This design comes from an exercise in tuning for small area, a short achievable clock period and few clock cycles on the open sky130 flow, not from production work. Function was not checked in any run shown here: the RTL went through the layout flow alone.

$ cat flow/design.v
module regfile (
    input  logic        clk,
    input  logic [4:0]  ra1,
    input  logic [4:0]  ra2,
    input  logic        we,      
    input  logic [4:0]  wa,
    input  logic [31:0] wd,
    output logic [31:0] rd1,
    output logic [31:0] rd2,
    output logic [31:0] a0
);
logic [31:0] rf [1:31];
always_ff @(posedge clk)
    if (we) rf[wa] <= wd;
always_comb begin
    if (ra1 == 5'd0)           rd1 = '0;
    else if (we && wa == ra1)  rd1 = wd;
    else                       rd1 = rf[ra1];
    if (ra2 == 5'd0)           rd2 = '0;
    else if (we && wa == ra2)  rd2 = wd;
    else                       rd2 = rf[ra2];
end
assign a0 = rf[10];
endmodule
module top(
    input   logic           clk,
    input   logic           rst,
    output  logic [31:0]    imem_addr,
    input   logic [31:0]    imem_rdata,
    output  logic           dmem_req,
    output  logic [31:0]    dmem_addr,
    input   logic [31:0]    dmem_rdata,
    input   logic           dmem_ready,
    output  logic           dmem_we,
    output  logic [31:0]    dmem_waddr,
    output  logic [31:0]    dmem_wdata,
    output  logic [31:0]    a0
);
localparam logic [23:0] DREGION = 24'h000100;
logic        stallM;             
logic        stallD;             
logic        redirE;             
logic [31:0] tgtE;
logic        redirD;             
logic [31:0] tgtD;
logic [31:0] pcF;
always_ff @(posedge clk or posedge rst)
    if (rst)
        pcF <= '0;
    else if (!stallM) begin
        if (redirE)       pcF <= tgtE;
        else if (!stallD) pcF <= redirD ? tgtD : pcF + 32'd4;
    end
assign imem_addr = pcF;
logic        vD;
logic [31:0] instrD, pcD;
always_ff @(posedge clk or posedge rst)
    if (rst)
        vD <= 1'b0;
    else if (!stallM) begin
        if (redirE || redirD) vD <= 1'b0;
        else if (!stallD)     vD <= 1'b1;
    end
always_ff @(posedge clk)
    if (!stallM && !stallD) begin
        instrD <= imem_rdata;
        pcD    <= pcF;
    end
wire [4:0] opc = instrD[6:2];
wire [2:0] f3D = instrD[14:12];
wire [4:0] rs1 = instrD[19:15];
wire [4:0] rs2 = instrD[24:20];
wire [4:0] rdD = instrD[11:7];
wire isLoad   = opc == 5'b00000;
wire isStore  = opc == 5'b01000;
wire isOpImm  = opc == 5'b00100;
wire isOp     = opc == 5'b01100;
wire isLui    = opc == 5'b01101;
wire isAuipc  = opc == 5'b00101;
wire isJal    = opc == 5'b11011;
wire isJalr   = opc == 5'b11001;
wire isBranch = opc == 5'b11000;
wire usesRs1 = isLoad | isStore | isOpImm | isOp | isJalr | isBranch;
wire usesRs2 = isOp | isStore | isBranch;
wire wrD     = vD & (isLoad | isOpImm | isOp | isLui | isAuipc | isJal | isJalr) & (rdD != 5'd0);
wire [31:0] immI = {{20{instrD[31]}}, instrD[31:20]};
wire [31:0] immS = {{20{instrD[31]}}, instrD[31:25], instrD[11:7]};
wire [31:0] immB = {{20{instrD[31]}}, instrD[7], instrD[30:25], instrD[11:8], 1'b0};
wire [31:0] immU = {instrD[31:12], 12'b0};
wire [31:0] immJ = {{12{instrD[31]}}, instrD[19:12], instrD[20], instrD[30:21], 1'b0};
wire [31:0] tgtImm = isBranch ? immB : isJal ? immJ : immU;
assign tgtD = pcD + tgtImm;
wire [31:0] pcD4 = pcD + 32'd4;
wire predD = isJal | (isBranch & instrD[31]);
logic        wrE, ldE, stE, brE, jrE, predE;
logic [4:0]  rdE;
logic        wrM, ldM, stM;
logic [4:0]  rdM;
logic        wrW;
logic [4:0]  rdW;
logic [31:0] resM, resW;
assign stallD = vD & ldE & (((rdE == rs1) & usesRs1) | ((rdE == rs2) & usesRs2));
assign redirD = vD & predD & !stallD;
logic [31:0] rf1, rf2;
regfile rf (
    .clk (clk),
    .ra1 (rs1),
    .ra2 (rs2),
    .we  (wrW),
    .wa  (rdW),
    .wd  (resW),
    .rd1 (rf1),
    .rd2 (rf2),
    .a0  (a0)
);
wire [31:0] opBD  = usesRs2 ? rf2 : immI;
wire [31:0] auxD  = isStore ? immS :
                    isLui   ? immU :
                    (isJal | isJalr | (isBranch & predD)) ? pcD4 :
                    tgtD;                
wire aluOp  = isOp | isOpImm;
wire selAdd = (aluOp & f3D == 3'b000) | isLoad | isStore;
wire selSlt = aluOp & f3D == 3'b010;
wire selSltu= aluOp & f3D == 3'b011;
wire selXor = aluOp & f3D == 3'b100;
wire selOr  = aluOp & f3D == 3'b110;
wire selAnd = aluOp & f3D == 3'b111;
wire selSll = aluOp & f3D == 3'b001;
wire selSr  = aluOp & f3D == 3'b101;
wire selAux = isLui | isAuipc | isJal | isJalr;
wire subD   = (isOp & f3D == 3'b000 & instrD[30]) | selSlt | selSltu | isBranch;
wire sraD   = instrD[30];
wire fAM = wrE & (rdE == rs1);
wire fAW = !fAM & wrM & (rdM == rs1);
wire fBM = usesRs2 & wrE & (rdE == rs2);
wire fBW = usesRs2 & !fBM & wrM & (rdM == rs2);
logic [31:0] opA, opB, aux;
logic [2:0]  f3E;
logic        sAdd, sSlt, sSltu, sXor, sOr, sAnd, sSll, sSr, sAux, subE, sraE;
logic        eAM, eAW, eBM, eBW;
wire killE = !vD | stallD | redirE;
always_ff @(posedge clk or posedge rst)
    if (rst) begin
        wrE <= 1'b0; ldE <= 1'b0; stE <= 1'b0; brE <= 1'b0; jrE <= 1'b0;
    end else if (!stallM) begin
        wrE <= wrD & !killE;
        ldE <= isLoad & !killE;
        stE <= isStore & !killE;
        brE <= isBranch & !killE;
        jrE <= isJalr & !killE;
    end
always_ff @(posedge clk)
    if (!stallM) begin
        predE <= predD;
        rdE   <= rdD;
        f3E   <= f3D;
        opA   <= rf1;
        opB   <= opBD;
        aux   <= auxD;
        sAdd <= selAdd; sSlt <= selSlt; sSltu <= selSltu; sXor <= selXor;
        sOr  <= selOr;  sAnd <= selAnd; sSll  <= selSll;  sSr  <= selSr;
        sAux <= selAux; subE <= subD;   sraE  <= sraD;
        eAM <= fAM; eAW <= fAW; eBM <= fBM; eBW <= fBW;
    end
wire [31:0] A  = eAM ? resM : eAW ? resW : opA;
wire [31:0] Bf = eBM ? resM : eBW ? resW : opB;
wire [31:0] B  = stE ? aux : Bf;
wire [31:0] Bx = subE ? ~B : B;
wire [32:0] sum = {1'b0, A} + {1'b0, Bx} + {32'd0, subE};
wire ltu = !sum[32];
wire lt  = (A[31] ^ B[31]) ? A[31] : sum[31];
wire eq  = (A == B);
logic taken;
always_comb
    case (f3E)
        3'b000:  taken = eq;
        3'b001:  taken = !eq;
        3'b100:  taken = lt;
        3'b101:  taken = !lt;
        3'b110:  taken = ltu;
        3'b111:  taken = !ltu;
        default: taken = 1'b0;
    endcase
assign redirE = (brE & (taken ^ predE)) | jrE;
assign tgtE   = jrE ? {sum[31:1], 1'b0} : aux;
logic [31:0] shIn, shRev, shOut;
always_comb
    for (int i = 0; i < 32; i++) shRev[i] = A[31 - i];
assign shIn = sSll ? shRev : A;
wire         shFill = sraE & A[31] & !sSll;
wire [63:0]  shWide = {{32{shFill}}, shIn} >> B[4:0];
logic [31:0] shL;
always_comb
    for (int i = 0; i < 32; i++) shL[i] = shWide[31 - i];
assign shOut = sSll ? shL : shWide[31:0];
wire [31:0] resE = ({32{sAdd}}  & sum[31:0])
                 | ({32{sSlt}}  & {31'd0, lt})
                 | ({32{sSltu}} & {31'd0, ltu})
                 | ({32{sXor}}  & (A ^ B))
                 | ({32{sOr}}   & (A | B))
                 | ({32{sAnd}}  & (A & B))
                 | ({32{sSll | sSr}} & shOut)
                 | ({32{sAux}}  & aux);
logic [31:0] stdM;
logic [2:0]  f3M;
always_ff @(posedge clk or posedge rst)
    if (rst) begin
        wrM <= 1'b0; ldM <= 1'b0; stM <= 1'b0;
    end else if (!stallM) begin
        wrM <= wrE; ldM <= ldE; stM <= stE;
    end
always_ff @(posedge clk)
    if (!stallM) begin
        resM <= resE;
        stdM <= Bf;
        rdM  <= rdE;
        f3M  <= f3E;
    end
logic [31:0] cdata [8];
logic [2:0]  ctag  [8];
logic [7:0]  cvalid, cdirty;
wire [2:0] idx   = resM[4:2];
wire [2:0] tagA  = resM[7:5];
wire       inReg = resM[31:8] == DREGION;
wire [31:0] lineData = cdata[idx];
wire       hit   = inReg & cvalid[idx] & (ctag[idx] == tagA);
wire       memop = ldM | stM;
wire       vdirty = cvalid[idx] & cdirty[idx];
wire       isSW  = stM & (f3M[1:0] == 2'b10);
wire       noFetch = isSW & inReg & !vdirty;      
wire       needMem = memop & !hit & !noFetch;
assign stallM     = needMem & !dmem_ready;
assign dmem_req   = needMem;
assign dmem_addr  = {resM[31:2], 2'b00};
assign dmem_we    = needMem & inReg & vdirty;
assign dmem_waddr = {DREGION, ctag[idx], idx, 2'b00};
assign dmem_wdata = lineData;
wire [31:0] word = hit ? lineData : dmem_rdata;
wire [1:0] bo = resM[1:0];
logic [31:0] merged;
always_comb begin
    merged = word;
    if (stM) case (f3M[1:0])
        2'b00: merged[8*bo +: 8] = stdM[7:0];
        2'b01: merged[16*bo[1] +: 16] = stdM[15:0];
        default: merged = stdM;
    endcase
end
wire cwrite = memop & inReg & !stallM & (stM | !hit);
always_ff @(posedge clk or posedge rst)
    if (rst) begin
        cvalid <= '0;
        cdirty <= '0;
    end else if (cwrite) begin
        cvalid[idx] <= 1'b1;
        cdirty[idx] <= stM | (hit & cdirty[idx]);
    end
always_ff @(posedge clk)
    if (cwrite) begin
        cdata[idx] <= merged;
        ctag[idx]  <= tagA;
    end
logic [31:0] ldv;
always_comb begin
    logic [15:0] h;
    logic [7:0]  b;
    h = bo[1] ? word[31:16] : word[15:0];
    b = bo[0] ? h[15:8] : h[7:0];
    case (f3M)
        3'b000:  ldv = {{24{b[7]}}, b};
        3'b001:  ldv = {{16{h[15]}}, h};
        3'b100:  ldv = {24'd0, b};
        3'b101:  ldv = {16'd0, h};
        default: ldv = word;
    endcase
end
always_ff @(posedge clk or posedge rst)
    if (rst)
        wrW <= 1'b0;
    else if (!stallM)
        wrW <= wrM;
always_ff @(posedge clk)
    if (!stallM) begin
        resW <= ldM ? ldv : resM;
        rdW  <= rdM;
    end
endmodule
$ cat flow/run.sh
#!/bin/bash
# synth_recipe.tcl (not shown) runs the flow's synth.tcl, then flattens the netlist and writes it again
# the make line also repeats each setting of config.mk as NAME=value (left out here)
make -C /OpenROAD-flow-scripts/flow DESIGN_CONFIG=/design/flow/config.mk WORK_HOME=/design/flow/orfs CLKGATE_MAP_FILE= SYNTH_SCRIPT=/design/flow/synth_recipe.tcl finish
$ cat flow/config.mk
export PLATFORM = sky130hd
export DESIGN_NAME = top
export DESIGN_NICKNAME = top
export VERILOG_FILES = /design/flow/design.v
export SDC_FILE = /design/flow/constraint.sdc
export NUM_CORES = 4
export LEC_CHECK = 0
export CAP_MARGIN = 20
export CORE_MARGIN = 2
export CORE_UTILIZATION = 40
export PLACE_DENSITY = 0.6
export SLEW_MARGIN = 20
$ cat flow/constraint.sdc
create_clock -name core_clock -period 10.0 [get_ports {clk}]
set_input_delay 2.0000 -clock core_clock [delete_from_list [all_inputs] [get_ports {clk}]]
set_output_delay 2.0000 -clock core_clock [all_outputs]
set_load 0.01 [all_outputs]
==> results of run 1 <==
==> state kept, by name, indices dropped and copies added (netlist names), 3 cells and up, named ones only <==
register,count
f3M,3
rdW,5
rdE,5
cvalid,8
resW,32
f3E,3
resM,32
instrD,30
ctag,24
pcD,32
rf.rf,992
stdM,32
opA,32
cdata,256
opB,32
aux,32
pcF,32
cdirty,8
rdM,5
==> placed cells by master (no fill, tap or decap), types with 58 or more instances in the layout <==
master           count
nand2_1            310
mux2_2             122
mux4_2             596
a21oi_1            431
inv_1              160
clkbuf_16          175
clkdlybuf4s50_1    198
nor3_1              58
edfxtp_1          1563
xor2_1              75
mux2i_1            337
nor2_1             390
buf_4              177
xnor2_1            101
ha_1               134
nand3_1             81
o21ai_0            293
==> per-stage QoR <==
stage	cells	worst slack, ps	hold WS, ps
after floorplan	5894	650.0	428.7
after global placement	8636	3160	447.1
after detailed placement	8637	3149	449.1
after CTS	8961	3044	466.6
after global routing	8973	2596	474.8
final	8973	2916	463.6
==> logic make-up after synthesis <==
kind of cell | share of synthesized area, %
mux | 21.52
buf+inv | 2.915
other cells | 0.008874
fa+ha+maj | 2.028
flops | 57.36
xor+xnor | 1.821
compound gates | 8.529
simple gates | 5.813
==> layer usage <==
metal / global-route usage [%] / vias to the layer above / share of wire, %
li1: - / 23510 / -
met1: 36.59 / 29040 / 41
met2: 39.56 / 3015 / 45
met3: 4.922 / 540 / 9.3
met4: 10.69 / 24 / 4.5
met5: 0.1114 / - / 0.048
==> final cells by class <==
cell class / instances / share of cell area, %
flip-flops and latches: 1629 / 50.47
multi-input cells: 3653 / 35.39
clock buffers: 212 / 4.705
repair buffers: 395 / 3.799
well taps: 2805 / 3.647
clock inverters: 112 / 1.327
inverters: 166 / 0.6553
diodes: 1 / 0.002600
==> cells in the mapped netlist (16+ instances only) <==
| library cell | n | area (um^2) |
|---|---|---|
| a21oi_1 | 431 | 2157 |
| nand2_1 | 311 | 1167 |
| mux4_2 | 596 | 13420 |
| nand3_1 | 81 | 405.4 |
| a22o_1 | 16 | 140.1 |
| nor3_1 | 63 | 315.3 |
| buf_1 | 110 | 412.9 |
| buf_2 | 22 | 110.1 |
| dfrtp_1 | 58 | 1451 |
| and3_1 | 26 | 162.7 |
| inv_1 | 163 | 611.8 |
| a21o_1 | 45 | 337.8 |
| buf_4 | 32 | 240.2 |
| clkbuf_1 | 279 | 1047 |
| xor2_1 | 75 | 656.9 |
| xnor2_1 | 101 | 884.6 |
| o21ai_0 | 296 | 1481 |
| a211oi_1 | 36 | 270.3 |
| a22oi_1 | 22 | 165.2 |
| mux2_2 | 122 | 1374 |
| nor4_1 | 26 | 162.7 |
| o211ai_1 | 56 | 420.4 |
| ha_1 | 134 | 1677 |
| mux2i_1 | 337 | 3373 |
| o211ai_2 | 20 | 250.2 |
| and2_1 | 17 | 106.4 |
| o221ai_1 | 42 | 367.9 |
| nor2_1 | 427 | 1603 |
| a221oi_1 | 55 | 481.7 |
| nor2b_1 | 42 | 262.8 |
| edfxtp_1 | 1563 | 46940 |
| nand2b_1 | 25 | 156.4 |
| o21a_1 | 21 | 157.7 |
| nand4_1 | 26 | 162.7 |
==> path summary, 6_finish.rpt <==
kind	from	to	slack (ps)	cells after the start
min in group asynchronous	rst	cvalid[7]	1750	3
min reg2reg	cvalid[3]	cvalid[3]	460	1
max	eBW	pcF[31]	2920	22
max reg2reg	eBW	pcF[31]	2920	22
min	cvalid[3]	cvalid[3]	460	1
max in group asynchronous	rst	stE	7570	3
==> notes.md, run 1 <==
I/O Buffers=198; first-pass GRT wire length=404.3 mm; measured slew at the worst slew-check pin=1267 ps; Register Area=48570 um^2; Layout fillers=18190; nature of the critical path endpoint=flop; max-cap violations=0; die height=464.0 um; fmax=0.1412 GHz; DR iter-0 viols=7572; worst hold path class=reg -> reg; Setup TNS=0 ps; Vias=56130; end-of-flow core utilization=45.83%; Mapped Cells=5868; placed cell area=90260 um^2; Tcrit/Tclk final=70.84%; number of global-route vias before repair=55310; Rel. slew slack=13.15%; RSZ-0062 raised after global routing=false; top cell family by delay on the critical path=buffers and inverters; htree depth=4; Num CTS Buffers=175; synthesized area=84630 um^2; routed wire length=284.1 mm; Starting Density=40.30%; RePlAce Congestion=0.9461; via density per instance=6.255; CP Data Required Time=10670 ps; Final Instance Area=96240 um^2; number of synthesized flops with an enable pin=1563; Max Fanout on Critical Path=32; hold_buf cts=0; max-slew violations=0; Final Hold Fails=0; dpl hpwl=184.3 mm; clk_skew=54.92 ps; status=no timing/DRC/antenna violations; clock slew at reported path FFs=60 ps; Synth Register Bits=1629; IO Count=229; FFs w/ async S/R, synth=3.560%; die width=464.0 um; core area=210000 um^2; gr ovfl total=0; Setup Viol. Count Final=0; CP arrival=7750 ps; max incr delay on CP=720 ps; Critical-path top delay cell=edfxtp_1; WS Path Type=reg -> reg; fraction of layout cells with a size suffix above 1=20.71%; Post-CTS Setup Inserts=0; clock buffer depth=3; area delta synth->final=13.71%; DRC violations left=0; drt pass-1 iters=5; Global Route Usage Sum=25.98%; synth warn=2; CTS-repair resized insts=0; NumNets Final=6223; initial antenna violation count=17; Rows=168; Multi-input gate area=34060 um^2; critical path's most frequent cell=buf_4; post-synthesis average cell area=14.42 um^2; CP Cell Sequence=buf_4, mux2_2, mux2i_1, o21a_1, buf_4, xnor2_1, inv_1, fa_1, nand2b_1, a21oi_1, o41ai_1, buf_4, o21ai_0, nand4b_1, a21oi_1, mux2i_1, a311oi_4, nor4_4, buf_4, or3_1, buf_4, o211ai_1; post-synthesis sequential area ratio=57.36%; clock sinks=1629; pin count of the biggest net entering global routing=137; Die ar.=215300 um^2; CP startpoint kind=flop; main flop type after synthesis=edfxtp_1; Unique masters post-synth=80; min Tclk post-route=7084 ps; drt wl/cell=31.66 um; antenna viol nets, final=0; worst skew pair latency=860 ps; clk root buf=clkbuf_16; worst path bufs/invs=6; CTS tree=yes
==> run 2: changes to the inputs <==
--- a/flow/config.mk
+++ b/flow/config.mk
@@ -6,7 +6,9 @@
 export NUM_CORES = 4
 export LEC_CHECK = 0
+export ABC_CLOCK_PERIOD_IN_PS = 3000
 export CAP_MARGIN = 20
 export CORE_MARGIN = 2
 export CORE_UTILIZATION = 40
 export PLACE_DENSITY = 0.6
+export SETUP_SLACK_MARGIN = 5
 export SLEW_MARGIN = 20
==> run 2 against run 1 <==
Against the previous run:
- critical endpoint is now dmem_we
- first-iteration DRC count up 0.88%
- setup slack gained 1900 ps
- register-to-register slack better by 1900 ps
- still clean on timing, DRC and antenna
- highest routed layer unchanged
- worst hold slack improved by 1.4 ps
==> notes.md, run 2 <==
synth cell count leaders=edfxtp_1, mux4_2, a21oi_1; core area=210000 um^2; IO Count=229; CP startpoint kind=flop; CP Data Required Time=8000 ps; commonest non-fill, non-tap cell in the layout=edfxtp_1; FFs w/ async S/R, synth=3.560%; htree depth=4; number of synthesized flops with an enable pin=1563; dpl hpwl=185.2 mm; Area contributors post-synth=edfxtp_1, mux4_2, mux2i_1, a21oi_1, ha_1; Rel. slew slack=25.22%; Rows=168; drt wl/cell=32.14 um; nature of the critical path endpoint=primary output; max-cap violations=0; Tcrit/Tclk final=51.68%; Top reg by flops=rf.rf; routed wire length=293.5 mm; synth warn=2; Vias=57160; main flop type after synthesis=edfxtp_1; measured slew at the worst slew-check pin=1119 ps; clock buffer depth=3; Mapped Cells=5868; clk root buf=clkbuf_16; max-slew violations=0; reg2reg setup slack=4840 ps; Global Route Usage Sum=26.74%; RSZ-0062 raised after global routing=true; Setup Viol. Count Final=0; Setup TNS=0 ps; pin count of the biggest net entering global routing=147; Unique masters post-synth=80; Critical-path top delay cell=mux4_2; CTS tree=yes; post-synthesis average cell area=14.42 um^2; hold_buf cts=0; Num CTS Buffers=172; gr ovfl total=0; antenna viol nets, final=0; worst skew pair latency=850 ps; die width=464.0 um; Synth Register Bits=1629; DR iter-0 viols=7639; worst hold path class=reg -> reg; die height=464.0 um; status=no timing/DRC/antenna violations; via density per instance=6.260; max incr delay on CP=490 ps; min Tclk post-route=5168 ps; CP Cell Sequence=buf_12, mux4_2, mux2_4, xnor2_4, nor4_4, clkbuf_16, nor4b_4, buf_2; DRC violations left=0; I/O Buffers=198; initial antenna violation count=18; Synth area leader=edfxtp_1; Starting Density=40.30%; area delta synth->final=17.24%; most frequent cell after synthesis=edfxtp_1; Layout fillers=18030; share of the synthesized area in the top cell type=55.46%; synthesized area=84630 um^2; Max Fanout on Critical Path=5; number of global-route vias before repair=56240; fmax=0.1935 GHz; clock sinks=1629; first-pass GRT wire length=415.3 mm; Final Hold Fails=0; CP arrival=3170 ps; drt pass-1 iters=9; WS Path Type=reg -> out; Largest register FFs=992; Die ar.=215300 um^2; most frequent cells in the layout=edfxtp_1, mux4_2, a21oi_1; biggest regs=rf.rf (992), cdata (256); NumNets Final=6384; post-synthesis sequential area ratio=57.36%; clk_skew=74.97 ps; fraction of layout cells with a size suffix above 1=25.27%; clock slew at reported path FFs=60 ps; RePlAce Congestion=0.9654
## run 2: cell counts after synthesis
No cell type changed its count.
## run 2: area by class of cell
| class | count | area (um^2) | share of cell area (%) |
|---|---|---|---|
| flip-flops and latches | 1629 | 48580 | 48.96 |
| multi-input cells | 3654 | 35020 | 35.29 |
| repair buffers | 558 | 5607 | 5.651 |
| clock buffers | 210 | 4519 | 4.555 |
| well taps | 2805 | 3510 | 3.537 |
| clock inverters | 103 | 1326 | 1.337 |
| inverters | 166 | 654.4 | 0.6595 |
| diodes | 5 | 12.51 | 0.01261 |
## run 2: cells by family after synthesis
| logic type | Yosys count | share of synthesized area (%) |
|---|---|---|
| AO/OA/AOI/OAI | 1156 | 8.529 |
| other | 2 | 0.008874 |
| flip-flops | 1629 | 57.36 |
| AND/OR/NAND/NOR | 1099 | 5.813 |
| buffers and inverters | 612 | 2.915 |
| XOR/XNOR | 176 | 1.821 |
| adder cells (fa/ha/maj) | 136 | 2.028 |
| multiplexers | 1058 | 21.52 |
## run 2: final timing paths
path                           start         to  depth (start not counted)
max                             flop    dmem_we                          8
min                        cvalid[2]  cvalid[2]                          1
max reg2reg                      eBW    pcF[27]                         23
min reg2reg                cvalid[2]  cvalid[2]                          1
max in group asynchronous        rst        stE                          3
min in group asynchronous        rst  cdirty[2]                          3
## run 2: what timing repair did
action | CTS | global route
gates cloned | 19 | 0
hold endpoints to repair | 0 | 0
pin swaps | 65 | 40
setup endpoints to repair | 225 | 147
gates resized for setup | 295 | 72
setup buffers | 127 | 32
## run 2: per-layer routing
metal / track usage, % / vias to the layer above / wire length [um]
li1: - / 23840 / -
met1: 36.01 / 29610 / 116500
met2: 41.54 / 3100 / 134800
met3: 6.299 / 582 / 27970
met4: 11.27 / 24 / 13970
met5: 0 / - / 150
## run 2: stage by stage
stage               hold WS [ps]  cell area (um^2)  setup slack [ps]  std cells  utilization [%]
finish                     465.0             99220              4832       9130            47.25
global route               490.0             99220              4708       9128            47.25
CTS                        469.2             98710              4768       9093            47.01
detailed placement         451.1             90240              2726       8634            42.97
global placement           449.3             90210              2821       8632            42.96
floorplan                  428.7             84750              5018       5894                -
## run 2: worst max-delay path, delay by kind of cell, from the launching register on
family / cells / cell delay (ps)
XOR/XNOR: 1 / 210
buffers and inverters: 3 / 480
flip-flops: 1 / 370
multiplexers: 2 / 820
AND/OR/NAND/NOR: 2 / 440
==> run 3: changes to the inputs <==
--- a/flow/design.v
+++ b/flow/design.v
@@ -45,11 +45,10 @@
 logic [31:0] tgtD;
 logic [31:0] pcF;
+wire  [31:0] pcSeq = stallD ? pcF : redirD ? tgtD : pcF + 32'd4;
 always_ff @(posedge clk or posedge rst)
     if (rst)
         pcF <= '0;
-    else if (!stallM) begin
-        if (redirE)       pcF <= tgtE;
-        else if (!stallD) pcF <= redirD ? tgtD : pcF + 32'd4;
-    end
+    else if (!stallM)
+        pcF <= redirE ? tgtE : pcSeq;
 assign imem_addr = pcF;
 logic        vD;
@@ -129,5 +128,5 @@
 wire selSr  = aluOp & f3D == 3'b101;
 wire selAux = isLui | isAuipc | isJal | isJalr;
-wire subD   = (isOp & f3D == 3'b000 & instrD[30]) | selSlt | selSltu | isBranch;
+wire subD   = isOp & f3D == 3'b000 & instrD[30];
 wire sraD   = instrD[30];
 wire fAM = wrE & (rdE == rs1);
@@ -166,9 +165,8 @@
 wire [31:0] Bf = eBM ? resM : eBW ? resW : opB;
 wire [31:0] B  = stE ? aux : Bf;
-wire [31:0] Bx = subE ? ~B : B;
-wire [32:0] sum = {1'b0, A} + {1'b0, Bx} + {32'd0, subE};
-wire ltu = !sum[32];
-wire lt  = (A[31] ^ B[31]) ? A[31] : sum[31];
-wire eq  = (A == B);
+wire [31:0] sum = A + (subE ? ~B : B) + {31'd0, subE};
+wire eq  = (A == Bf);
+wire ltu = A < Bf;
+wire lt  = (A[31] ^ Bf[31]) ? A[31] : ltu;
 logic taken;
 always_comb
@@ -194,5 +192,5 @@
     for (int i = 0; i < 32; i++) shL[i] = shWide[31 - i];
 assign shOut = sSll ? shL : shWide[31:0];
-wire [31:0] resE = ({32{sAdd}}  & sum[31:0])
+wire [31:0] resE = ({32{sAdd}}  & sum)
                  | ({32{sSlt}}  & {31'd0, lt})
                  | ({32{sSltu}} & {31'd0, ltu})
@@ -202,6 +200,24 @@
                  | ({32{sSll | sSr}} & shOut)
                  | ({32{sAux}}  & aux);
+logic [31:0] cdata [8];
+logic [2:0]  ctag  [8];
+logic [7:0]  cvalid, cdirty;
+logic        cwrite;
+logic [31:0] merged;
+logic        wdirty;
+wire  [2:0]  idxM = resM[4:2];
+wire [2:0] idxE = sum[4:2];
+wire       byp  = cwrite & (idxM == idxE);
+wire [31:0] lnDataE  = byp ? merged    : cdata[idxE];
+wire [2:0]  lnTagE   = byp ? resM[7:5] : ctag[idxE];
+wire        lnValidE = byp | cvalid[idxE];
+wire        lnDirtyE = byp ? wdirty    : cdirty[idxE];
+wire        hitTagE  = lnValidE & (lnTagE == sum[7:5]);
+wire        inRegE   = sum[31:8] == DREGION;
 logic [31:0] stdM;
 logic [2:0]  f3M;
+logic [31:0] lnData;
+logic [2:0]  lnTag;
+logic        lnVD, hitTagM, inRegM;
 always_ff @(posedge clk or posedge rst)
     if (rst) begin
@@ -212,31 +228,35 @@
 always_ff @(posedge clk)
     if (!stallM) begin
-        resM <= resE;
-        stdM <= Bf;
-        rdM  <= rdE;
-        f3M  <= f3E;
+        resM    <= resE;
+        stdM    <= Bf;
+        rdM     <= rdE;
+        f3M     <= f3E;
+        lnData  <= lnDataE;
+        lnTag   <= lnTagE;
+        lnVD    <= lnValidE & lnDirtyE;
+        hitTagM <= hitTagE;
+        inRegM  <= inRegE;
     end
-logic [31:0] cdata [8];
-logic [2:0]  ctag  [8];
-logic [7:0]  cvalid, cdirty;
-wire [2:0] idx   = resM[4:2];
-wire [2:0] tagA  = resM[7:5];
-wire       inReg = resM[31:8] == DREGION;
-wire [31:0] lineData = cdata[idx];
-wire       hit   = inReg & cvalid[idx] & (ctag[idx] == tagA);
-wire       memop = ldM | stM;
-wire       vdirty = cvalid[idx] & cdirty[idx];
-wire       isSW  = stM & (f3M[1:0] == 2'b10);
-wire       noFetch = isSW & inReg & !vdirty;      
-wire       needMem = memop & !hit & !noFetch;
-assign stallM     = needMem & !dmem_ready;
-assign dmem_req   = needMem;
-assign dmem_addr  = {resM[31:2], 2'b00};
-assign dmem_we    = needMem & inReg & vdirty;
-assign dmem_waddr = {DREGION, ctag[idx], idx, 2'b00};
-assign dmem_wdata = lineData;
-wire [31:0] word = hit ? lineData : dmem_rdata;
+logic        pbValid, pfPend, pfBusy;
+logic [5:0]  pbAddr, pfAddr;
+logic [31:0] pbData;
+wire memop    = ldM | stM;
+wire cacheHit = hitTagM & inRegM;
+wire pbHit    = ldM & inRegM & pbValid & (pbAddr == resM[7:2]);
+wire isSW     = stM & (f3M[1:0] == 2'b10);
+wire noFetch  = isSW & inRegM & !cacheHit & !lnVD;    
+wire needMem  = memop & !cacheHit & !pbHit & !noFetch;
+wire pfOwn    = pfBusy | (pfPend & !memop);           
+wire pfJoin     = ldM & inRegM & pfBusy & (pfAddr == resM[7:2]);
+wire demGo    = needMem & !pfOwn;
+wire done     = !needMem | (demGo & dmem_ready) | (pfJoin & dmem_ready);
+assign stallM     = memop & !done;
+assign dmem_req   = pfOwn | needMem;
+assign dmem_addr  = pfOwn ? {DREGION, pfAddr, 2'b00} : {resM[31:2], 2'b00};
+assign dmem_we    = demGo & inRegM & lnVD;
+assign dmem_waddr = {DREGION, lnTag, idxM, 2'b00};
+assign dmem_wdata = lnData;
+wire [31:0] word = cacheHit ? lnData : pbHit ? pbData : dmem_rdata;
 wire [1:0] bo = resM[1:0];
-logic [31:0] merged;
 always_comb begin
     merged = word;
@@ -247,5 +267,6 @@
     endcase
 end
-wire cwrite = memop & inReg & !stallM & (stM | !hit);
+assign cwrite = memop & inRegM & !stallM & (stM | (!cacheHit & !pbHit & !pfJoin));
+assign wdirty = stM | (cacheHit & lnVD);
 always_ff @(posedge clk or posedge rst)
     if (rst) begin
@@ -253,12 +274,34 @@
         cdirty <= '0;
     end else if (cwrite) begin
-        cvalid[idx] <= 1'b1;
-        cdirty[idx] <= stM | (hit & cdirty[idx]);
+        cvalid[idxM] <= 1'b1;
+        cdirty[idxM] <= wdirty;
     end
 always_ff @(posedge clk)
     if (cwrite) begin
-        cdata[idx] <= merged;
-        ctag[idx]  <= tagA;
+        cdata[idxM] <= merged;
+        ctag[idxM]  <= resM[7:5];
     end
+wire pfDone  = pfOwn & dmem_ready;
+wire trigger = ldM & inRegM & !stallM & !cacheHit & !(pfOwn & !dmem_ready);
+wire wbPb    = demGo & dmem_ready & dmem_we & ({lnTag, idxM} == pbAddr);
+always_ff @(posedge clk or posedge rst)
+    if (rst) begin
+        pbValid <= 1'b0;
+        pfPend  <= 1'b0;
+        pfBusy  <= 1'b0;
+    end else begin
+        pfBusy <= pfOwn & !dmem_ready;
+        if (trigger)    pfPend <= 1'b1;
+        else if (pfOwn) pfPend <= 1'b0;
+        if (pfDone)     pbValid <= 1'b1;
+        else if (wbPb)  pbValid <= 1'b0;
+    end
+always_ff @(posedge clk) begin
+    if (trigger) pfAddr <= resM[7:2] + 6'd1;
+    if (pfDone) begin
+        pbData <= dmem_rdata;
+        pbAddr <= pfAddr;
+    end
+end
 logic [31:0] ldv;
 always_comb begin
==> run 3 against run 2 <==
Against the previous run:
- flip-flop and latch count up 82
- sequential share of layout area up 0.44 points
- core utilization down 0.26 points
- highest routed layer unchanged
- setup slack better by 160 ps
- via count up 1.6%
- count of clock-buffer cells in the layout up 20
- register-to-register slack better by 150 ps
- first-iteration DRC count down 6.6%
==> notes.md, run 3 <==
Setup Viol. Count Final=0; clock sinks=1711; area delta synth->final=16.56%; initial antenna violation count=17; Layout fillers=18940; DRC violations left=0; die height=474.8 um; Largest register FFs=992; fin worst setup slack=4989 ps; Tcrit/Tclk final=50.11%; Global Route Usage Sum=26.18%; FFs w/ async S/R, synth=3.565%; Non-Filler Instances=9437; first-pass GRT wire length=420.8 mm; clk root buf=clkbuf_16; NumNets Final=6556; Area contributors post-synth=edfxtp_1, mux4_2, mux2i_1, ha_1, a21oi_1; antenna viol nets, final=0; most frequent cells in the layout=edfxtp_1, mux4_2, nand2_1; status=no timing/DRC/antenna violations; Top reg by flops=rf.rf; pre-CTS worst setup slack=3392 ps; most frequent cell after synthesis=edfxtp_1; synth cell count leaders=edfxtp_1, mux4_2, nor2_1; measured slew at the worst slew-check pin=1159 ps; worst skew pair latency=870 ps; placed cell area=94540 um^2; clock buffer depth=3; max-cap violations=0; die width=474.8 um; Final Instance Area=103300 um^2; RSZ-0062 raised after global routing=true; hold_sp=cvalid[2]; Synth Register Bits=1711; routed wire length=300.1 mm; CP arrival=5660 ps; CP Cell Sequence=buf_6, bufbuf_16, mux2i_1, o21a_1, o21a_2, buf_12, xnor2_1, ha_4, a21o_1, and4_4, o2111ai_4, a311oi_4, buf_4, nor3_4, o31ai_2, a21oi_2, xnor2_2, or4_4, nor4_4; main flop type after synthesis=edfxtp_1; max incr delay on CP=480 ps; Setup TNS=0 ps; Rows=172; Num CTS Buffers=184; number of global-route vias before repair=56420; Starting Density=40.31%; core area=219900 um^2; commonest non-fill, non-tap cell in the layout=edfxtp_1; synth warn=2; gr ovfl total=0; biggest regs=rf.rf (992), cdata (256); clock slew at reported path FFs=60 ps; R2R Path Start=eBW; RePlAce Congestion=0.9877; fmax=0.1996 GHz; worst hold path class=reg -> reg; DP Cell Count=8922; Worst R2R Path Depth=19; Hold Crit Depth=1; CP startpoint kind=flop; Synth area leader=edfxtp_1; reg2reg setup slack=4990 ps; hold endpoint=cvalid[2]; via density per instance=6.153; Max Fanout on Critical Path=20; drt wl/cell=31.80 um; pin count of the biggest net entering global routing=152; capturing point of the worst reg2reg path=inRegM; post-synthesis average cell area=14.79 um^2; min Tclk post-route=5011 ps; number of synthesized flops with an enable pin=1645; Die ar.=225400 um^2; Vias=58070; synthesized area=88660 um^2; htree depth=4; DR iter-0 viols=7137; Unique masters post-synth=94; Mapped Cells=5995; nature of the critical path endpoint=flop; post-synthesis sequential area ratio=57.55%; Critical-path top delay cell=a311oi_4; end-of-flow core utilization=46.99%; CTS tree=yes; fraction of layout cells with a size suffix above 1=24.46%; drt pass-1 iters=8; hold_ws=462.5 ps; WS Path Type=reg -> reg; IO Count=229; CP Data Required Time=10640 ps; share of the synthesized area in the top cell type=55.72%; Final Hold Fails=0; Rel. slew slack=22.75%; I/O Buffers=198; dpl hpwl=188.3 mm; max-slew violations=0; clk_skew=54.00 ps
[run 3: cell types whose count changed in the layout (fill, tap and decap cells not counted), moves of 42 or more]
cell	change
edfxtp_1	+82
a21o_1	+43
mux2_2	-58
nand2_1	+67
o21ai_0	-42
mux4_2	+77
a211oi_1	+69
a21oi_1	-68
[run 3: worst max-delay path by stage]
stage | to | startpoint | slack, ps | cells after the start
after detailed placement | lnData[20] | resW[0] | 3390 | 14
after floorplan | cdata[1][0] | dmem_ready | 4500 | 4
after CTS | dmem_req | resM[2] | 5000 | 8
final | inRegM | eBW | 4990 | 19
after global placement | lnData[20] | resW[0] | 3460 | 14
after global routing | inRegM | eBW | 4860 | 22
[run 3: layer usage]
layer  GRT usage (%)  share of wire [%]  vias up
met4           10.40                4.5        6
met1           36.35                 40    30010
met3           5.152                9.5      522
li1                -                  -    24510
met2           40.54                 46     3016
met5               0              0.014        -
[run 3: worst max-delay path, delay by kind of cell, from the launching register on]
kind / cells / cell delay [ps]
DFF: 1 / 370
muxes: 1 / 140
adders and majority gates: 1 / 340
AOI/OAI and AO/OA: 7 / 1670
xor gates and xnor gates: 2 / 360
buffers and inverters: 4 / 820
and+or+nand+nor: 4 / 1080
[run 3: logic make-up (layout without fill, tap and decap cells)]
| logic type | count (synthesis) | count (layout) | share of synthesized area, % |
|---|---|---|---|
| DFF | 1711 | 1711 | 57.55 |
| buffers and inverters | 604 | 1057 | 2.765 |
| and+or+nand+nor | 1128 | 1128 | 5.666 |
| other | 2 | 32 | 0.008471 |
| AOI/OAI and AO/OA | 1154 | 1154 | 8.400 |
| xor gates and xnor gates | 201 | 202 | 2.007 |
| muxes | 1026 | 1026 | 21.20 |
| adders and majority gates | 169 | 169 | 2.402 |
[run 3: cell type report]
class	count	area, um^2	area share [%]
tap	2958	3701	3.581
antenna	4	10.01	0.009686
timing repair buffer	561	5365	5.192
multi-input combinational	3707	36610	35.43
clock inverter	111	1127	1.091
inverter	155	610.6	0.5909
sequential	1711	51040	49.39
clock buffer	230	4868	4.711
[run 3: repair_timing]
item,in CTS,in global routing
cloned,7,2
endpoints found under the hold margin,0,0
endpoints found under the setup margin,144,62
resized for setup,179,75
buffers inserted,104,57
pin swaps,27,47
hold buffers,0,0
==> run 4: changes to the inputs <==
--- a/flow/design.v
+++ b/flow/design.v
@@ -38,4 +38,18 @@
 );
 localparam logic [23:0] DREGION = 24'h000100;
+function automatic logic [32:0] add32(input logic [31:0] a, input logic [31:0] b, input logic ci);
+    logic [31:0] g, p, gg, pp;
+    g = a & b;
+    p = a ^ b;
+    gg = g;
+    pp = p;
+    gg[0] = g[0] | (p[0] & ci);
+    for (int d = 1; d < 32; d = d * 2)
+        for (int i = 31; i >= d; i--) begin
+            gg[i] = gg[i] | (pp[i] & gg[i - d]);
+            pp[i] = pp[i] & pp[i - d];
+        end
+    add32 = {gg[31], p ^ {gg[30:0], ci}};
+endfunction
 logic        stallM;             
 logic        stallD;             
@@ -89,5 +103,6 @@
 wire [31:0] immJ = {{12{instrD[31]}}, instrD[19:12], instrD[20], instrD[30:21], 1'b0};
 wire [31:0] tgtImm = isBranch ? immB : isJal ? immJ : immU;
-assign tgtD = pcD + tgtImm;
+wire [32:0] tgtSum = add32(pcD, tgtImm, 1'b0);
+assign tgtD = tgtSum[31:0];
 wire [31:0] pcD4 = pcD + 32'd4;
 wire predD = isJal | (isBranch & instrD[31]);
@@ -113,6 +128,6 @@
     .a0  (a0)
 );
-wire [31:0] opBD  = usesRs2 ? rf2 : immI;
-wire [31:0] auxD  = isStore ? immS :
+wire [31:0] opBD  = (isOp | isBranch) ? rf2 : isStore ? immS : immI;
+wire [31:0] auxD  = isStore ? rf2 :
                     isLui   ? immU :
                     (isJal | isJalr | (isBranch & predD)) ? pcD4 :
@@ -128,14 +143,17 @@
 wire selSr  = aluOp & f3D == 3'b101;
 wire selAux = isLui | isAuipc | isJal | isJalr;
-wire subD   = isOp & f3D == 3'b000 & instrD[30];
+wire subD   = (isOp & f3D == 3'b000 & instrD[30]) | selSlt | selSltu | isBranch;
 wire sraD   = instrD[30];
 wire fAM = wrE & (rdE == rs1);
 wire fAW = !fAM & wrM & (rdM == rs1);
-wire fBM = usesRs2 & wrE & (rdE == rs2);
-wire fBW = usesRs2 & !fBM & wrM & (rdM == rs2);
+wire useB = isOp | isBranch;
+wire fBM = useB & wrE & (rdE == rs2);
+wire fBW = useB & !fBM & wrM & (rdM == rs2);
+wire fSM = isStore & wrE & (rdE == rs2);
+wire fSW = isStore & !fSM & wrM & (rdM == rs2);
 logic [31:0] opA, opB, aux;
 logic [2:0]  f3E;
 logic        sAdd, sSlt, sSltu, sXor, sOr, sAnd, sSll, sSr, sAux, subE, sraE;
-logic        eAM, eAW, eBM, eBW;
+logic        eAM, eAW, eBM, eBW, eSM, eSW;
 wire killE = !vD | stallD | redirE;
 always_ff @(posedge clk or posedge rst)
@@ -160,13 +178,15 @@
         sOr  <= selOr;  sAnd <= selAnd; sSll  <= selSll;  sSr  <= selSr;
         sAux <= selAux; subE <= subD;   sraE  <= sraD;
-        eAM <= fAM; eAW <= fAW; eBM <= fBM; eBW <= fBW;
+        eAM <= fAM; eAW <= fAW; eBM <= fBM; eBW <= fBW; eSM <= fSM; eSW <= fSW;
     end
 wire [31:0] A  = eAM ? resM : eAW ? resW : opA;
 wire [31:0] Bf = eBM ? resM : eBW ? resW : opB;
-wire [31:0] B  = stE ? aux : Bf;
-wire [31:0] sum = A + (subE ? ~B : B) + {31'd0, subE};
-wire eq  = (A == Bf);
-wire ltu = A < Bf;
-wire lt  = (A[31] ^ Bf[31]) ? A[31] : ltu;
+wire [31:0] B  = Bf;
+wire [31:0] stdE = eSM ? resM : eSW ? resW : aux;    
+wire [32:0] sumc = add32(A, subE ? ~B : B, subE);
+wire [31:0] sum  = sumc[31:0];
+wire eq  = (A == B);
+wire ltu = !sumc[32];
+wire lt  = (A[31] ^ B[31]) ? A[31] : sum[31];
 logic taken;
 always_comb
@@ -213,11 +233,11 @@
 wire        lnValidE = byp | cvalid[idxE];
 wire        lnDirtyE = byp ? wdirty    : cdirty[idxE];
-wire        hitTagE  = lnValidE & (lnTagE == sum[7:5]);
-wire        inRegE   = sum[31:8] == DREGION;
+wire        lnVDE    = lnValidE & lnDirtyE;
+wire        hitE     = lnValidE & (lnTagE == sum[7:5]);
 logic [31:0] stdM;
 logic [2:0]  f3M;
 logic [31:0] lnData;
 logic [2:0]  lnTag;
-logic        lnVD, hitTagM, inRegM;
+logic        lnVD, cacheHit;
 always_ff @(posedge clk or posedge rst)
     if (rst) begin
@@ -228,31 +248,30 @@
 always_ff @(posedge clk)
     if (!stallM) begin
-        resM    <= resE;
-        stdM    <= Bf;
-        rdM     <= rdE;
-        f3M     <= f3E;
-        lnData  <= lnDataE;
-        lnTag   <= lnTagE;
-        lnVD    <= lnValidE & lnDirtyE;
-        hitTagM <= hitTagE;
-        inRegM  <= inRegE;
+        resM     <= resE;
+        stdM     <= stdE;
+        rdM      <= rdE;
+        f3M      <= f3E;
+        lnData   <= lnDataE;
+        lnTag    <= lnTagE;
+        lnVD     <= lnVDE;
+        cacheHit <= hitE;
     end
-logic        pbValid, pfPend, pfBusy;
+logic        reqR, weR, ownPF;
+logic [29:0] addrR;
+logic        pbValid, pfPend;
 logic [5:0]  pbAddr, pfAddr;
 logic [31:0] pbData;
-wire memop    = ldM | stM;
-wire cacheHit = hitTagM & inRegM;
-wire pbHit    = ldM & inRegM & pbValid & (pbAddr == resM[7:2]);
-wire isSW     = stM & (f3M[1:0] == 2'b10);
-wire noFetch  = isSW & inRegM & !cacheHit & !lnVD;    
-wire needMem  = memop & !cacheHit & !pbHit & !noFetch;
-wire pfOwn    = pfBusy | (pfPend & !memop);           
-wire pfJoin     = ldM & inRegM & pfBusy & (pfAddr == resM[7:2]);
-wire demGo    = needMem & !pfOwn;
-wire done     = !needMem | (demGo & dmem_ready) | (pfJoin & dmem_ready);
+wire memop   = ldM | stM;
+wire inRegM  = resM[31:8] == DREGION;
+wire pbHit   = ldM & pbValid & (pbAddr == resM[7:2]);
+wire noFetch = stM & (f3M[1:0] == 2'b10) & !cacheHit & !lnVD;
+wire needMem = memop & !cacheHit & !pbHit & !noFetch;
+wire demGo   = reqR & !ownPF;                           
+wire pfJoin  = ldM & reqR & ownPF & (addrR[5:0] == resM[7:2]);
+wire done    = !needMem | ((demGo | pfJoin) & dmem_ready);
 assign stallM     = memop & !done;
-assign dmem_req   = pfOwn | needMem;
-assign dmem_addr  = pfOwn ? {DREGION, pfAddr, 2'b00} : {resM[31:2], 2'b00};
-assign dmem_we    = demGo & inRegM & lnVD;
+assign dmem_req   = reqR;
+assign dmem_addr  = {addrR, 2'b00};
+assign dmem_we    = weR;
 assign dmem_waddr = {DREGION, lnTag, idxM, 2'b00};
 assign dmem_wdata = lnData;
@@ -282,24 +301,42 @@
         ctag[idxM]  <= resM[7:5];
     end
-wire pfDone  = pfOwn & dmem_ready;
-wire trigger = ldM & inRegM & !stallM & !cacheHit & !(pfOwn & !dmem_ready);
-wire wbPb    = demGo & dmem_ready & dmem_we & ({lnTag, idxM} == pbAddr);
+wire       cont    = reqR & !dmem_ready;                
+wire       pfDone  = reqR & ownPF & dmem_ready;
+wire       wbPb    = demGo & dmem_ready & weR & ({lnTag, idxM} == pbAddr);
+wire       pbValidN = pfDone | (pbValid & !wbPb);
+wire [5:0] pbAddrN  = pfDone ? addrR[5:0] : pbAddr;
+wire       trigger = ldM & !stallM & !cacheHit;
+wire       pfPendN = trigger | pfPend;
+wire [5:0] pfAddrN = trigger ? resM[7:2] + 6'd1 : pfAddr;
+wire pbHitE   = ldE & pbValidN & (pbAddrN == sum[7:2]);
+wire noFetchE = stE & (f3E[1:0] == 2'b10) & !hitE & !lnVDE;
+wire needE    = (ldE | stE) & !hitE & !pbHitE & !noFetchE;
+wire nNeed    = stallM ? needMem : needE;
+wire [29:0] nAddr = stallM ? resM[31:2] : sum[31:2];
+wire nWe      = stallM ? lnVD : lnVDE;
+wire issuePF  = !cont & !nNeed & pfPendN;
 always_ff @(posedge clk or posedge rst)
     if (rst) begin
+        reqR    <= 1'b0;
+        weR     <= 1'b0;
+        ownPF   <= 1'b0;
         pbValid <= 1'b0;
         pfPend  <= 1'b0;
-        pfBusy  <= 1'b0;
     end else begin
-        pfBusy <= pfOwn & !dmem_ready;
-        if (trigger)    pfPend <= 1'b1;
-        else if (pfOwn) pfPend <= 1'b0;
-        if (pfDone)     pbValid <= 1'b1;
-        else if (wbPb)  pbValid <= 1'b0;
+        if (!cont) begin
+            reqR  <= nNeed | pfPendN;
+            weR   <= nNeed & nWe;
+            ownPF <= !nNeed;
+        end
+        pfPend  <= pfPendN & !issuePF;
+        pbValid <= pbValidN;
     end
 always_ff @(posedge clk) begin
-    if (trigger) pfAddr <= resM[7:2] + 6'd1;
+    if (!cont)
+        addrR <= nNeed ? nAddr : {DREGION, pfAddrN};
+    pfAddr <= pfAddrN;
     if (pfDone) begin
         pbData <= dmem_rdata;
-        pbAddr <= pfAddr;
+        pbAddr <= addrR[5:0];
     end
 end
--- a/flow/config.mk
+++ b/flow/config.mk
@@ -6,5 +6,4 @@
 export NUM_CORES = 4
 export LEC_CHECK = 0
-export ABC_CLOCK_PERIOD_IN_PS = 3000
 export CAP_MARGIN = 20
 export CORE_MARGIN = 2
==> run 4 against run 3 <==
Against the previous run:
- critical path depth increased by 2
- fmax down 4.0%
- worst hold slack improved by 6.2 ps
- cell area up 1.6%
- register-to-register slack worse by 210 ps
- first-iteration DRC count increased by 4.9%
- global-route usage is 0.88 points higher
==> notes.md, run 4 <==
status=no timing/DRC/antenna violations; DP Cell Count=9184; NumNets Final=6741; WS Path Type=reg -> reg; commonest non-fill, non-tap cell in the layout=edfxtp_1; clock sinks=1744; number of global-route vias before repair=58900; Starting Density=40.14%; Tcrit/Tclk final=52.19%; nature of the critical path endpoint=flop; DR iter-0 viols=7490; measured slew at the worst slew-check pin=1290 ps; CP arrival=5930 ps; post-synthesis average cell area=14.39 um^2; Synth area leader=edfxtp_1; core area=224500 um^2; CP startpoint kind=flop; Vias=60640; Unique masters post-synth=92; Area contributors post-synth=edfxtp_1, mux4_2, mux2i_1, nand2_1, ha_1; drt pass-1 iters=6; hold_buf cts=0; max-slew violations=0; most frequent cells in the layout=edfxtp_1, mux4_2, nand2_1; DRC violations left=0; R2R Path Start=eBM; main flop type after synthesis=edfxtp_1; Layout fillers=19450; die width=478.6 um; area delta synth->final=16.49%; worst skew pair latency=860 ps; CP Data Required Time=10710 ps; Critical-path top delay cell=edfxtp_1; Non-Filler Instances=9692; Synth Register Bits=1744; RePlAce Congestion=0.9738; max incr delay on CP=540 ps; Rows=174; top cell family by delay on the critical path=compound AO/OA/AOI/OAI gates; biggest regs=rf.rf (992), cdata (256); synth warn=2; Die ar.=229000 um^2; Final Hold Fails=0; clk root buf=clkbuf_16; FFs w/ async S/R, synth=3.612%; CTS tree=yes; die height=478.6 um; synthesized area=90100 um^2; clk_skew=80.35 ps; fmax=0.1916 GHz; hold_sp=pfPend; pin count of the biggest net entering global routing=120; Global Route Usage Sum=27.06%; IO Count=229; antenna viol nets, final=0; I/O Buffers=198; worst hold path class=reg -> reg; share of the synthesized area in the top cell type=55.43%; Largest register FFs=992; post-synthesis sequential area ratio=57.58%; first-pass GRT wire length=444.9 mm; Setup Viol. Count Final=0; Num CTS Buffers=186; clock slew at reported path FFs=70 ps; gr ovfl total=0; clock buffer depth=3; Mapped Cells=6261; worst path bufs/invs=6; drt wl/cell=32.74 um; Top reg by flops=rf.rf; via density per instance=6.257; Rel. slew slack=13.61%; dpl hpwl=208.5 mm; CP Cell Sequence=buf_12, nor2b_4, a21o_4, buf_12, buf_4, a21oi_2, fa_2, nor2b_2, o31a_1, o2111ai_4, a2111oi_4, o211ai_1, and3_1, a311o_1, buf_4, nor3_4, buf_12, buf_4, nor2_4, mux2_2, a221o_1; synth cell count leaders=edfxtp_1, mux4_2, nand2_1; routed wire length=317.3 mm; Setup TNS=0 ps; htree depth=4; min Tclk post-route=5219 ps; max-cap violations=0; beginning of the critical path=eBM; most frequent cell after synthesis=edfxtp_1; fraction of layout cells with a size suffix above 1=22.77%; Max Fanout on Critical Path=6; number of synthesized flops with an enable pin=1663; initial antenna violation count=6; RSZ-0062 raised after global routing=true
==> run 4: changes by cell type in the layout (fill, tap and decap cells not counted), moves of 21 or more <==
cell / change
buf_4: -23
o21ai_0: +47
a21o_1: -24
a211oi_1: +100
a21oi_1: -47
a22oi_1: +23
nor2_1: -53
o21a_1: +21
mux4_2: -42
a22o_1: -21
o211ai_1: +26
nand2_1: +151
mux2i_1: +50
ha_1: -33
==> run 4: logic make-up (layout without fill, tap and decap cells) <==
group | after synthesis | count (layout) | synth area share [%]
xor+xnor | 205 | 205 | 1.993
other cells | 2 | 32 | 0.008336
fa+ha+maj | 138 | 138 | 1.933
mux | 1030 | 1030 | 20.27
buf+inv | 635 | 1040 | 2.823
compound gates | 1301 | 1301 | 9.512
flops | 1744 | 1744 | 57.58
simple gates | 1206 | 1210 | 5.881
==> run 4: stage by stage <==
| stage | utilization (%) | instance area, um^2 | hold WS [ps] | setup slack [ps] |
|---|---|---|---|---|
| after CTS | 46.45 | 104300 | 469.1 | 4954 |
| after global placement | 42.74 | 95930 | 448.9 | 2739 |
| after floorplan | - | 90360 | 428.9 | 4215 |
| after detailed placement | 42.75 | 95950 | 453.7 | 2686 |
| final | 46.76 | 105000 | 468.7 | 4781 |
| after global routing | 46.76 | 104900 | 479.6 | 4705 |
==> run 4: repair_timing <==
action                     in CTS  in global routing
resized for setup             202                 52
setup buffers                  95                 44
setup endpoints to repair     182                 84
gates cloned                   14                  2
pin swaps                      34                 30
==> run 4: worst paths after layout <==
kind	endpoint	depth (start not counted)	slack (ps)
setup / recovery	pcF[25]	21	4780
hold / removal	reqR	1	470
setup reg to reg	pcF[25]	21	4780
hold reg to reg	reqR	1	470
max in group asynchronous	cdirty[6]	3	7490
min in group asynchronous	pcF[20]	3	1820
==> run 4: layout make-up <==
cell class / count / area, um^2 / share of cell area, %
Clock inverter: 118 / 1274 / 1.214
Multi-Input combinational cell: 3912 / 37180 / 35.42
Sequential cell: 1744 / 51890 / 49.44
Clock buffer: 230 / 4984 / 4.748
Inverter: 148 / 571.8 / 0.5448
Timing Repair Buffer: 542 / 5286 / 5.037
Tap cell: 2992 / 3744 / 3.567
Timing Repair inverter: 2 / 17.52 / 0.01669
Antenna cell: 4 / 10.01 / 0.009537
==> run 4: metal layers <==
layer / track usage [%] / vias to the layer above / part of all wire (%)
li1: - / 25400 / -
met1: 37.49 / 31450 / 40
met2: 42.40 / 3212 / 46
met3: 4.939 / 568 / 8.9
met4: 10.61 / 6 / 4.6
met5: 0 / - / 0.011
==> run 5: changes to the inputs <==
--- a/flow/design.v
+++ b/flow/design.v
@@ -4,4 +4,5 @@
     input  logic [4:0]  ra2,
     input  logic        we,      
+    input  logic        byp,     
     input  logic [4:0]  wa,
     input  logic [31:0] wd,
@@ -15,8 +16,8 @@
 always_comb begin
     if (ra1 == 5'd0)           rd1 = '0;
-    else if (we && wa == ra1)  rd1 = wd;
+    else if (byp && wa == ra1) rd1 = wd;
     else                       rd1 = rf[ra1];
     if (ra2 == 5'd0)           rd2 = '0;
-    else if (we && wa == ra2)  rd2 = wd;
+    else if (byp && wa == ra2) rd2 = wd;
     else                       rd2 = rf[ra2];
 end
@@ -67,5 +68,5 @@
 assign imem_addr = pcF;
 logic        vD;
-logic [31:0] instrD, pcD;
+logic [31:0] instrD;
 always_ff @(posedge clk or posedge rst)
     if (rst)
@@ -78,5 +79,4 @@
     if (!stallM && !stallD) begin
         instrD <= imem_rdata;
-        pcD    <= pcF;
     end
 wire [4:0] opc = instrD[6:2];
@@ -103,7 +103,9 @@
 wire [31:0] immJ = {{12{instrD[31]}}, instrD[19:12], instrD[20], instrD[30:21], 1'b0};
 wire [31:0] tgtImm = isBranch ? immB : isJal ? immJ : immU;
-wire [32:0] tgtSum = add32(pcD, tgtImm, 1'b0);
+wire [31:0] csaS = ~(pcF ^ tgtImm ^ 32'h3);
+wire [31:0] csaC = (pcF & tgtImm) | ((pcF | tgtImm) & 32'hFFFF_FFFC);
+wire [32:0] tgtSum = add32(csaS, {csaC[30:0], 1'b0}, 1'b0);
 assign tgtD = tgtSum[31:0];
-wire [31:0] pcD4 = pcD + 32'd4;
+wire [31:0] pcD4 = pcF;
 wire predD = isJal | (isBranch & instrD[31]);
 logic        wrE, ldE, stE, brE, jrE, predE;
@@ -111,7 +113,5 @@
 logic        wrM, ldM, stM;
 logic [4:0]  rdM;
-logic        wrW;
-logic [4:0]  rdW;
-logic [31:0] resM, resW;
+logic [31:0] resM, resultM;
 assign stallD = vD & ldE & (((rdE == rs1) & usesRs1) | ((rdE == rs2) & usesRs2));
 assign redirD = vD & predD & !stallD;
@@ -121,7 +121,8 @@
     .ra1 (rs1),
     .ra2 (rs2),
-    .we  (wrW),
-    .wa  (rdW),
-    .wd  (resW),
+    .we  (wrM & !stallM),
+    .byp (wrM),
+    .wa  (rdM),
+    .wd  (resultM),
     .rd1 (rf1),
     .rd2 (rf2),
@@ -146,14 +147,10 @@
 wire sraD   = instrD[30];
 wire fAM = wrE & (rdE == rs1);
-wire fAW = !fAM & wrM & (rdM == rs1);
-wire useB = isOp | isBranch;
-wire fBM = useB & wrE & (rdE == rs2);
-wire fBW = useB & !fBM & wrM & (rdM == rs2);
+wire fBM = (isOp | isBranch) & wrE & (rdE == rs2);
 wire fSM = isStore & wrE & (rdE == rs2);
-wire fSW = isStore & !fSM & wrM & (rdM == rs2);
 logic [31:0] opA, opB, aux;
 logic [2:0]  f3E;
 logic        sAdd, sSlt, sSltu, sXor, sOr, sAnd, sSll, sSr, sAux, subE, sraE;
-logic        eAM, eAW, eBM, eBW, eSM, eSW;
+logic        eAM, eBM, eSM;
 wire killE = !vD | stallD | redirE;
 always_ff @(posedge clk or posedge rst)
@@ -178,10 +175,10 @@
         sOr  <= selOr;  sAnd <= selAnd; sSll  <= selSll;  sSr  <= selSr;
         sAux <= selAux; subE <= subD;   sraE  <= sraD;
-        eAM <= fAM; eAW <= fAW; eBM <= fBM; eBW <= fBW; eSM <= fSM; eSW <= fSW;
+        eAM <= fAM; eBM <= fBM; eSM <= fSM;
     end
-wire [31:0] A  = eAM ? resM : eAW ? resW : opA;
-wire [31:0] Bf = eBM ? resM : eBW ? resW : opB;
+wire [31:0] A  = eAM ? resM : opA;
+wire [31:0] Bf = eBM ? resM : opB;
 wire [31:0] B  = Bf;
-wire [31:0] stdE = eSM ? resM : eSW ? resW : aux;    
+wire [31:0] stdE = eSM ? resM : aux;    
 wire [32:0] sumc = add32(A, subE ? ~B : B, subE);
 wire [31:0] sum  = sumc[31:0];
@@ -355,13 +352,4 @@
     endcase
 end
-always_ff @(posedge clk or posedge rst)
-    if (rst)
-        wrW <= 1'b0;
-    else if (!stallM)
-        wrW <= wrM;
-always_ff @(posedge clk)
-    if (!stallM) begin
-        resW <= ldM ? ldv : resM;
-        rdW  <= rdM;
-    end
+assign resultM = ldM ? ldv : resM;
 endmodule
==> run 5 against run 4 <==
Against the previous run:
- still clean on timing, DRC and antenna
- register-to-register slack gained 90 ps
- count of clock-buffer cells in the layout shrank 6
- core utilization fell by 0.36 points
- non-clock buffer count is 76 lower
==> notes.md, run 5 <==
hold_sp=pfAddr[0]; DRC violations left=0; share of the synthesized area in the top cell type=54.55%; hold endpoint=pfAddr[0]; die height=471.9 um; Synth Area in Compound Gates=9.102%; number of synthesized flops with an enable pin=1591; drt pass-1 iters=7; simple-gate share of the synthesized area=5.464%; CP startpoint kind=flop; Top reg by flops=rf.rf; area delta synth->final=15.17%; fin worst setup slack=4871 ps; Unique masters post-synth=98; Synth area leader=edfxtp_1; fraction of synthesized area in multiplexers=21.65%; DP Cell Count=8784; fraction of layout cells with a size suffix above 1=23.31%; antenna viol nets, final=0; Starting Density=40.29%; Vias=59120; Non-Filler Instances=9203; post-synthesis sequential area ratio=56.73%; gr ovfl total=0; worst hold path class=reg -> reg; Final Hold Fails=0; Die ar.=222700 um^2; R2R Path Start=resM[9]; hold_buf cts=0; RSZ-0062 raised after global routing=true; Global Route Usage Sum=27.39%; Mapped Cells=5965; Hold Crit Depth=1; IO Count=229; DR iter-0 viols=8585; synth cell count leaders=edfxtp_1, mux4_2, nand2_1; capturing point of the worst reg2reg path=pcF[28]; clock buffer depth=3; drt wl/cell=33.96 um; synthesized area=87580 um^2; dpl hpwl=204.8 mm; synth warn=2; post-synthesis adder-cell area fraction=2.389%; clock sinks=1671; Area contributors post-synth=edfxtp_1, mux4_2, mux2i_1, ha_1, nand2_1; Worst R2R Path Depth=13; commonest non-fill, non-tap cell in the layout=edfxtp_1; measured slew at the worst slew-check pin=1260 ps; Rows=171; core area=217400 um^2; WS Path Type=reg -> reg; first-pass GRT wire length=434.3 mm; CP arrival=5870 ps; post-synthesis average cell area=14.68 um^2; clk_skew=91.13 ps; number of global-route vias before repair=56320; nature of the critical path endpoint=flop; fmax=0.1950 GHz; FFs w/ async S/R, synth=3.710%; XOR/XNOR share of the synthesized area=1.644%; Largest register FFs=992; Num CTS Buffers=180; RePlAce Congestion=0.9907; min Tclk post-route=5129 ps; I/O Buffers=198; Rel. slew slack=15.73%; clk root buf=clkbuf_16; clock slew at reported path FFs=60 ps; Setup TNS=0 ps; most frequent cell after synthesis=edfxtp_1; max-slew violations=0; routed wire length=312.5 mm; Max Fanout on Critical Path=26; NumNets Final=6428; main flop type after synthesis=edfxtp_1; die width=471.9 um; biggest regs=rf.rf (992), cdata (256); worst skew pair latency=870 ps; most frequent cells in the layout=edfxtp_1, mux4_2, nand2_1; CP Data Required Time=10740 ps; pin count of the biggest net entering global routing=108; CTS tree=yes; Synth Register Bits=1671; via density per instance=6.424; htree depth=4; max-cap violations=0; Tcrit/Tclk final=51.29%; end-of-flow core utilization=46.40%; largest family of logic cells by synthesized area=multiplexers; initial antenna violation count=17; reg2reg setup slack=4870 ps; pre-CTS worst setup slack=2771 ps; Setup Viol. Count Final=0; status=no timing/DRC/antenna violations
[run 5: through the flow]
step	instance area [um^2]	hold slack (ps)
5_1_grt	100900	485.9
4_1_cts	100300	477.4
2_1_floorplan	87740	443.2
3_3_place_gp	93400	457.2
3_5_place_dp	93410	462.3
6_report	100900	475.9
[run 5: cell type report]
class / count / area (um^2)
diodes: 5 / 12.51
clock buffers: 224 / 4741
clock inverters: 107 / 1236
fillers: 18800 / 116500
inverters: 213 / 818.3
multi-input cells: 3662 / 36460
flip-flops and latches: 1671 / 49700
well taps: 2854 / 3571
repair buffers: 466 / 4325
repair inverters: 1 / 7.507
[run 5: worst max path at each step]
stage,start,depth (start not counted),slack [ps],to
floorplan,dmem_ready,6,4190,cdata[0][0]
global placement,eBM,15,2870,addrR[0]
detailed placement,eBM,15,2770,addrR[0]
CTS,resM[7],11,4970,aux[4]
global route,resM[9],13,4890,pcF[7]
finish,resM[9],13,4870,pcF[28]
[run 5: metal layers]
metal	track usage [%]	vias up	part of all wire, %	wire (um)
li1	-	24290	-	-
met1	37.70	30680	39	123000
met2	42.56	3469	46	144000
met3	4.655	673	9.3	28940
met4	12.63	10	5.3	16510
met5	0	-	0.021	65
[run 5: critical path: stages (launching register included)]
cell	delay, ps
edfxtp_1	790
mux2i_1	780
ha_1	370
nor4_1	430
nand4_1	340
nor3_1	330
nor2_1	70
o31a_1	320
nor2_1	300
and3_4	400
nor3_2	80
buf_6	200
a211oi_2	450
o31ai_1	140
[run 5: logic make-up after synthesis]
family / count (synthesis)
multiplexers: 1051
AO/OA/AOI/OAI: 1173
XOR/XNOR: 162
other: 2
adder cells (fa/ha/maj): 166
flip-flops: 1671
buffers and inverters: 662
AND/OR/NAND/NOR: 1078
[run 5: repair_timing]
item                                    in CTS  in global routing
gates cloned                                 4                  5
endpoints found under the hold margin        0                  0
endpoints found under the setup margin    1035                369
pin swaps                                   28                 16
gates resized for setup                    117                 62
setup buffers                               49                 25

==> re-timing with driven ports <==
No port has a modelled driver above. Below, the same layouts with a new extraction and two added sets of constraints.
Step 1: set_driving_cell puts a clkbuf_16 on clk and a buf_2 on each other input, an assumption about the parent block.
Step 2 moves the port delays by t, midway between the first and last clock arrival at a register: inputs arrive t later, outputs are due t later. That takes back most of the time a late clock gives input paths.
Three values: ideal, step 1, step 2; two values: the first two.
run | shift t [ns] | slack for setup (ns) | worst setup path after step 2 | worst data-port slew with drivers (ns)
run 1 | 0.935 | 2.916 / 2.916 / 2.916 | register to register | 0.11
run 2 | 0.902 | 4.832 / 4.743 / 4.837 | register to register | 0.11
run 3 | 0.932 | 4.989 / 4.985 / 4.812 | input to register | 0.06
run 4 | 0.909 | 4.781 / 4.781 / 4.138 | input to register | 0.06
run 5 | 0.914 | 4.871 / 4.871 / 4.186 | input to register | 0.05
After both steps every run listed still meets setup and hold. The setup slack of run 5, which loses most, moves by 0.000 ns with the drivers and by -0.685 ns with both steps.
